This is an optimization exercise on Yosys and OpenROAD, whose aim is small area and a short achievable clock period, not a production implementation.
In this exercise RTL edits were held to simulation tests only and were not proved equivalent to the original.
Power and IR drop assume default switching activity.

==> flow/design.v <==
module timer_top(
input        sys_clk    ,
input        sys_rst_n  ,
input        tim_psel   ,
input        tim_pwrite ,
input        tim_penable,
input [11:0] tim_paddr  ,
input [31:0] tim_pwdata ,
input [3:0]  tim_pstrb  ,
input        dbg_mode   ,
output       tim_int    ,
output [31:0] tim_prdata,
output       tim_pready ,
output       tim_pslverr
);
wire [31:0] wd = tim_pwdata;
wire [3:0]  ps = tim_pstrb;
reg pen_q;
always @(posedge sys_clk or negedge sys_rst_n)
    if (!sys_rst_n) pen_q <= 1'b0;
    else            pen_q <= tim_penable;
assign tim_pready = tim_penable & pen_q;
wire wr = tim_psel & tim_penable & tim_pwrite;
wire a_ok = (tim_paddr[11:5] == 7'd0) & (tim_paddr[1:0] == 2'd0);
wire [2:0] a_idx = tim_paddr[4:2];
wire s_tcr   = a_ok & (a_idx == 3'd0);
wire s_tdr0  = a_ok & (a_idx == 3'd1);
wire s_tdr1  = a_ok & (a_idx == 3'd2);
wire s_tcmp0 = a_ok & (a_idx == 3'd3);
wire s_tcmp1 = a_ok & (a_idx == 3'd4);
wire s_tier  = a_ok & (a_idx == 3'd5);
wire s_tisr  = a_ok & (a_idx == 3'd6);
wire s_thcsr = a_ok & (a_idx == 3'd7);
reg r_tcr, r_tdr0, r_tdr1, r_tcmp0, r_tcmp1, r_tier, r_tisr, r_thcsr;
always @(posedge sys_clk) begin
    r_tcr   <= s_tcr;
    r_tdr0  <= s_tdr0;
    r_tdr1  <= s_tdr1;
    r_tcmp0 <= s_tcmp0;
    r_tcmp1 <= s_tcmp1;
    r_tier  <= s_tier;
    r_tisr  <= s_tisr;
    r_thcsr <= s_thcsr;
end
reg       timer_en, div_en;
reg [3:0] div_val;
wire w_tcr = wr & s_tcr;
wire err_c = timer_en ? ((ps[0] & (wd[1] != div_en)) |
                         (ps[1] & (wd[11:8] != div_val)))
                      : (ps[1] & wd[11] & (wd[10] | wd[9] | wd[8]));
wire tcr_ok = w_tcr & ~err_c;
wire tcr_l0 = tcr_ok & ps[0];
wire tcr_l1 = tcr_ok & ps[1];
wire clr    = tcr_l0 & timer_en & ~wd[0];
always @(posedge sys_clk or negedge sys_rst_n)
    if (!sys_rst_n) begin
        timer_en <= 1'b0;
        div_en   <= 1'b0;
        div_val  <= 4'd1;
    end else begin
        if (tcr_l0) begin
            timer_en <= wd[0];
            div_en   <= wd[1];
        end
        if (tcr_l1)
            div_val <= wd[11:8];
    end
reg err_q;
always @(posedge sys_clk)
    err_q <= w_tcr & err_c;
assign tim_pslverr = err_q;
reg halt_req, halt_ack;
wire halt = halt_req & dbg_mode;
always @(posedge sys_clk or negedge sys_rst_n)
    if (!sys_rst_n) begin
        halt_req <= 1'b0;
        halt_ack <= 1'b0;
    end else begin
        if (wr & s_thcsr & ps[0]) halt_req <= wd[0];
        halt_ack <= halt;
    end
reg [7:0] pre;
wire [7:0] pre_mask;
genvar gi;
generate for (gi = 0; gi < 8; gi = gi + 1) begin : g_mask
    assign pre_mask[gi] = div_val > gi;
end endgenerate
wire tick = &(pre | ~pre_mask);
always @(posedge sys_clk or negedge sys_rst_n)
    if (!sys_rst_n)              pre <= 8'd0;
    else if (!(timer_en & div_en)) pre <= 8'd0;
    else if (!halt)              pre <= pre + 8'd1;
wire cnt_en = timer_en & ~halt & (~div_en | tick);
reg  [63:0] cnt;
wire ld_lo = wr & s_tdr0;
wire ld_hi = wr & s_tdr1;
wire en_lo = cnt_en & ~ld_lo;
wire en_hi = cnt_en & ~ld_hi;
wire [3:0]  bl_lo = ({4{ld_lo}} & ps) | {4{clr}};
wire [3:0]  bl_hi = ({4{ld_hi}} & ps) | {4{clr}};
wire [31:0] wdx   = wd & {32{~clr}};
wire [64:0] pf;
assign pf[0] = 1'b1;
generate for (gi = 1; gi <= 64; gi = gi + 1) begin : g_pf
    assign pf[gi] = &cnt[gi-1:0];
end endgenerate
wire [63:0] cnt_d;
generate for (gi = 0; gi < 64; gi = gi + 1) begin : g_cnt
    wire bl = (gi < 32) ? bl_lo[(gi % 32) / 8] : bl_hi[(gi % 32) / 8];
    wire en = (gi < 32) ? en_lo : en_hi;
    assign cnt_d[gi] = bl ? wdx[gi % 32] : cnt[gi] ^ (en & pf[gi]);
end endgenerate
always @(posedge sys_clk or negedge sys_rst_n)
    if (!sys_rst_n) cnt <= 64'd0;
    else            cnt <= cnt_d;
reg [31:0] tcmp0, tcmp1;
generate for (gi = 0; gi < 4; gi = gi + 1) begin : g_tcmp
    always @(posedge sys_clk or negedge sys_rst_n)
        if (!sys_rst_n) begin
            tcmp0[gi*8 +: 8] <= 8'hff;
            tcmp1[gi*8 +: 8] <= 8'hff;
        end else begin
            if (wr & s_tcmp0 & ps[gi]) tcmp0[gi*8 +: 8] <= wd[gi*8 +: 8];
            if (wr & s_tcmp1 & ps[gi]) tcmp1[gi*8 +: 8] <= wd[gi*8 +: 8];
        end
end endgenerate
reg int_en, int_st;
wire match = (cnt == {tcmp1, tcmp0});
always @(posedge sys_clk or negedge sys_rst_n)
    if (!sys_rst_n) begin
        int_en <= 1'b0;
        int_st <= 1'b0;
    end else begin
        if (wr & s_tier & ps[0]) int_en <= wd[0];
        if (wr & s_tisr & ps[0] & wd[0] & int_st) int_st <= 1'b0;
        else if (match)                           int_st <= 1'b1;
    end
assign tim_int = int_en & int_st;
assign tim_prdata = ({32{r_tdr0}}  & cnt[31:0])  |
                    ({32{r_tdr1}}  & cnt[63:32]) |
                    ({32{r_tcmp0}} & tcmp0)      |
                    ({32{r_tcmp1}} & tcmp1)      |
                    ({32{r_tcr}}   & {20'd0, div_val, 6'd0, div_en, timer_en}) |
                    ({32{r_tier}}  & {31'd0, int_en}) |
                    ({32{r_tisr}}  & {31'd0, int_st}) |
                    ({32{r_thcsr}} & {30'd0, halt_ack, halt_req});
endmodule
==> flow/config.mk <==
export PLATFORM = sky130hd
export DESIGN_NAME = timer_top
export DESIGN_NICKNAME = timer_top
export VERILOG_FILES = /design/flow/design.v
export SDC_FILE = /design/flow/constraint.sdc
export NUM_CORES = 4
export LEC_CHECK = 0
export CAP_MARGIN = 20
export CORE_MARGIN = 2
export CORE_UTILIZATION = 65
export SETUP_SLACK_MARGIN = 2.3
export SLEW_MARGIN = 20
==> flow/constraint.sdc <==
create_clock -name core_clock -period 5.0 [get_ports {sys_clk}]
set_input_delay 1.0000 -clock core_clock [delete_from_list [all_inputs] [get_ports {sys_clk}]]
set_output_delay 1.0000 -clock core_clock [all_outputs]
set_load 0.01 [all_outputs]
standard.sh (not shown) runs the stock make flow with config.mk's settings and CLKGATE_MAP_FILE= SYNTH_SCRIPT=/design/flow/synth_recipe.tcl, a recipe that flattens the netlist after the stock synthesis.
==> flow/flow/run.sh <==
#!/bin/bash
# The standard layout, except that buffer_ports gives each port a
# sky130_fd_sc_hd__buf_1 (repair_timing resizes it where timing needs more)
# instead of the delay cell it picks by itself, and the clock tree is built
# from clkbuf_8 without dummy loads.
set -euo pipefail
cd "$(dirname "$0")/.."
export BUFFER_PORTS_ARGS="-buffer_cell sky130_fd_sc_hd__buf_1"
export CTS_ARGS="-sink_clustering_enable -repair_clock_nets -buf_list sky130_fd_sc_hd__clkbuf_8 -dont_use_dummy_load"
bash standard.sh "BUFFER_PORTS_ARGS=$BUFFER_PORTS_ARGS" "CTS_ARGS=$CTS_ARGS" finish > make_finish.log 2>&1
The starting point passed the timing, design-rule and antenna checks.
Edit:
- CORE_UTILIZATION: 65 -> 40
- SETUP_SLACK_MARGIN: 2.3 -> 2.0
The new run finished with timing, DRC and antenna clean.
Total power hardly moves.
Setup slack is worse by 240 ps.
Cell area goes down by about 1.1%.
Utilization fell by 29 points.
Global-route usage came out lower by 16 points.
Critical path depth fell by 8.
Area after synthesis stays the same.
Synthesized cell count is unchanged.
Die area rises by 60%.
First-iteration DRC count drops by about 35%.
Clock-buffer cell count is unchanged.

## re-timing with driven ports
How much do the figures lean on ideal ports? The routed layouts below were timed once more, with nothing changed but the port constraints. Step 1, drivers: a clkbuf_16 drives sys_clk and a buf_2 each remaining input, both assumed. Step 2 times the ports against the registers' clock, not the clock port: input delays grow and output delays shrink by t, the midpoint of the rising clock arrivals with the driver on. Three values: no drivers, after step 1, after step 2; two values: the first two.
run	t (ns)	setup slack, ns	worst setup path at the end	worst slew at a driven data input, ns	pins driven straight from the clock port
the first run	0.494	2.293 / 2.306 / 1.817	input to register	0.04	1
the second run	0.493	2.053 / 2.005 / 1.630	input to register	0.05	1
After both steps every run listed still meets setup and hold. For the first run, which loses most, drivers alone change the setup slack by +0.013 ns; drivers and shift together by -0.476 ns.
